Background: an optimization exercise with open tools, aiming at small area, a short achievable clock period and few clock cycles per item. Do not read the settings as production practice.
Function was checked by simulation only, so behaviour that the tests miss may differ from the original.
Power figures rest on the tool's default switching activity, not on a simulated workload.

## JK
// sort_32_u8
module sort_32_u8(
    input clk,
    input rst_n,
    input vld_in,
    input [7:0] din_0,
    input [7:0] din_1,
    input [7:0] din_2,
    input [7:0] din_3,
    input [7:0] din_4,
    input [7:0] din_5,
    input [7:0] din_6,
    input [7:0] din_7,
    input [7:0] din_8,
    input [7:0] din_9,
    input [7:0] din_10,
    input [7:0] din_11,
    input [7:0] din_12,
    input [7:0] din_13,
    input [7:0] din_14,
    input [7:0] din_15,
    input [7:0] din_16,
    input [7:0] din_17,
    input [7:0] din_18,
    input [7:0] din_19,
    input [7:0] din_20,
    input [7:0] din_21,
    input [7:0] din_22,
    input [7:0] din_23,
    input [7:0] din_24,
    input [7:0] din_25,
    input [7:0] din_26,
    input [7:0] din_27,
    input [7:0] din_28,
    input [7:0] din_29,
    input [7:0] din_30,
    input [7:0] din_31,
    output vld_out,
    output [7:0] dout_0,
    output [7:0] dout_1,
    output [7:0] dout_2,
    output [7:0] dout_3,
    output [7:0] dout_4,
    output [7:0] dout_5,
    output [7:0] dout_6,
    output [7:0] dout_7,
    output [7:0] dout_8,
    output [7:0] dout_9,
    output [7:0] dout_10,
    output [7:0] dout_11,
    output [7:0] dout_12,
    output [7:0] dout_13,
    output [7:0] dout_14,
    output [7:0] dout_15,
    output [7:0] dout_16,
    output [7:0] dout_17,
    output [7:0] dout_18,
    output [7:0] dout_19,
    output [7:0] dout_20,
    output [7:0] dout_21,
    output [7:0] dout_22,
    output [7:0] dout_23,
    output [7:0] dout_24,
    output [7:0] dout_25,
    output [7:0] dout_26,
    output [7:0] dout_27,
    output [7:0] dout_28,
    output [7:0] dout_29,
    output [7:0] dout_30,
    output [7:0] dout_31
);
For scale: ~1200 cells after synthesis.
==> flow/config.mk <==
export PLATFORM = sky130hd
export DESIGN_NAME = sort_32_u8
export DESIGN_NICKNAME = sort_32_u8
export VERILOG_FILES = /design/flow/design.v
export SDC_FILE = /design/flow/constraint.sdc
export NUM_CORES = 8
export LEC_CHECK = 0
export CAP_MARGIN = 20
export CORE_MARGIN = 2
export CORE_UTILIZATION = 30
export CTS_CLUSTER_DIAMETER = 100
export CTS_CLUSTER_SIZE = 20
export PLACE_DENSITY = 0.45
export SETUP_SLACK_MARGIN = 3.25
export SLEW_MARGIN = 20
export SYNTH_HIERARCHICAL = 1
export SYNTH_MINIMUM_KEEP_SIZE = 0
==> flow/constraint.sdc <==
create_clock -name core_clock -period 5.5 [get_ports {clk}]
set_input_delay 1.1000 -clock core_clock [delete_from_list [all_inputs] [get_ports {clk}]]
set_output_delay 1.1000 -clock core_clock [all_outputs]
set_load 0.01 [all_outputs]
standard.sh (not shown) runs the stock make flow with config.mk's settings and CLKGATE_MAP_FILE= SYNTH_SCRIPT=/design/flow/synth_recipe.tcl, a recipe that flattens the netlist after the stock synthesis.
==> flow/flow/run.sh <==
#!/bin/bash
# Own layout flow: the standard ORFS flow (standard.sh) with two changes:
#  - ABC maps each module for a light output load (ABC_LOAD_IN_FF), so the
#    small cell modules of the design keep their smallest drive strength;
#    timing repair later upsizes what the clock period needs.
#  - the port buffers are sky130_fd_sc_hd__buf_1 instead of the cell that
#    buffer_ports picks by default. Every input and output port still gets
#    its own buffer.
# make's full output goes to standard_flow.log; ORFS keeps each step's log
# under orfs/logs/.
set -euo pipefail
cd "$(dirname "$0")/.."
bash standard.sh ABC_LOAD_IN_FF=0.5 'BUFFER_PORTS_ARGS=-buffer_cell sky130_fd_sc_hd__buf_1' finish > standard_flow.log 2>&1 || { tail -50 standard_flow.log; exit 1; }
tail -5 standard_flow.log
In summary, JK completed successfully, with a layout that passed the timing, DRC and antenna checks.
Testbench counts of JK, summed over its fixed seeds: cycles 21,120, items 960.
The following lists how MS was set up differently from JK:
diff --git a/flow/config.mk b/flow/config.mk
--- a/flow/config.mk
+++ b/flow/config.mk
@@ -13,3 +13,3 @@
 export PLACE_DENSITY = 0.45
-export SETUP_SLACK_MARGIN = 3.25
+export SETUP_SLACK_MARGIN = 3.2
 export SLEW_MARGIN = 20
Notes after the runs:
The final layout from MS, which completed every stage, passed the timing, DRC and antenna checks at the end of the flow.
Share of the clock period used by the worst path after layout in MS vs JK: down 0.27 points
Between MS and JK, the multi-input gate share of the layout cell area is higher for MS.
Going from JK to MS, maximum vdd ir drop grew by more than 10%.
In the metrics for MS and JK, the one carrying the lower shortest clock period the worst path allows after layout is MS.
> inputs changed (MS -> AL)
diff --git a/flow/config.mk b/flow/config.mk
--- a/flow/config.mk
+++ b/flow/config.mk
@@ -13,3 +13,3 @@
 export PLACE_DENSITY = 0.45
-export SETUP_SLACK_MARGIN = 3.2
+export SETUP_SLACK_MARGIN = 3.15
 export SLEW_MARGIN = 20
==> results.txt <==
- AL vs. MS: placed cell count stayed essentially flat, power consumption shrank by about 2%.
- Compared MS against AL; clock power within noise.
- No stage failed in AL, and the final checks on the layout all came back clean.
- Compared with MS, AL shows a met1 layer usage reported by global route that is 2.1 points higher.
- Cmp MS and AL / post-route fraction of the period consumed by the critical path / lower: MS
- Core utilization was lower in the run labelled AL.
- Looking at via count of the first global-routing pass, AL sits about 0.6% above MS.
Changes in TR relative to AL:
diff --git a/flow/config.mk b/flow/config.mk
--- a/flow/config.mk
+++ b/flow/config.mk
@@ -12,4 +12,4 @@
 export CTS_CLUSTER_SIZE = 20
-export PLACE_DENSITY = 0.45
-export SETUP_SLACK_MARGIN = 3.15
+export PLACE_DENSITY = 0.6
+export SETUP_SLACK_MARGIN = 3.2
 export SLEW_MARGIN = 20
==> results.txt <==
Comparing AL against TR, there is no change at all in number of well-tap cells placed.
Looking at final critical-path required period across both flows, TR is the stronger of the two, with AL trailing.
Total design power (lower): AL
TR vs. AL: global-route met1 utilization shrank by 2.3 points, area occupied by registers grew by about 0.9%.
--- input diff TR..PW ---
diff --git a/flow/config.mk b/flow/config.mk
--- a/flow/config.mk
+++ b/flow/config.mk
@@ -9,6 +9,4 @@
 export CORE_MARGIN = 2
-export CORE_UTILIZATION = 30
-export CTS_CLUSTER_DIAMETER = 100
-export CTS_CLUSTER_SIZE = 20
-export PLACE_DENSITY = 0.6
+export CORE_UTILIZATION = 35
+export PLACE_DENSITY = 0.5
 export SETUP_SLACK_MARGIN = 3.2
Notes after the runs:
Post-CTS clock slew at the launch and capture registers of the worst setup and hold paths sits lower in PW than in TR.
PW against TR: detailed-router iteration count before antenna repair saw a decrease; count of port buffers added during placement saw little to no change.
PW vs. TR: highest clock frequency the design can meet increased by 2.7 MHz relative to the old numbers, static leakage moved up.

afterwards: timing with drivers on the ports:
How much do the figures lean on ideal ports? The routed layouts below were timed once more, with nothing changed but the port constraints.
Step 1, drivers: a clkbuf_16 drives clk and a buf_2 each remaining input, both assumed.
Step 2 adds t to the input delays and takes it off the output delays; t is the mean of the earliest and latest rising clock arrival at the registers after step 1. Input paths then give back, and output paths get back, about the clock's delay inside the block.
a / b / c = ideal ports / drivers / drivers and shift; a / b = the first two.
| run | shift t [ns] | slack for setup (ns) | hold WS [ns] | worst setup path at the end | worst register clock-pin slew, ns |
|---|---|---|---|---|---|
| JK | 0.569 | 3.218 / 3.214 / 2.690 | 0.468 / 0.468 / 0.468 | input to register | 0.09 / 0.09 |
| MS | 0.557 | 3.233 / 3.180 / 2.729 | 0.484 / 0.454 / 0.497 | input to register | 0.09 / 0.09 |
| AL | 0.572 | 3.182 / 3.127 / 2.648 | 0.471 / 0.470 / 0.512 | input to register | 0.10 / 0.10 |
| TR | 0.562 | 3.215 / 3.164 / 2.655 | 0.497 / 0.469 / 0.501 | input to register | 0.09 / 0.09 |
| PW | 0.609 | 3.229 / 3.175 / 2.692 | 0.466 / 0.437 / 0.483 | input to register | 0.06 / 0.06 |
After both steps setup and hold are still met in every run listed. The setup slack of TR, which loses most, moves by -0.051 ns with the drivers and by -0.560 ns with both steps.
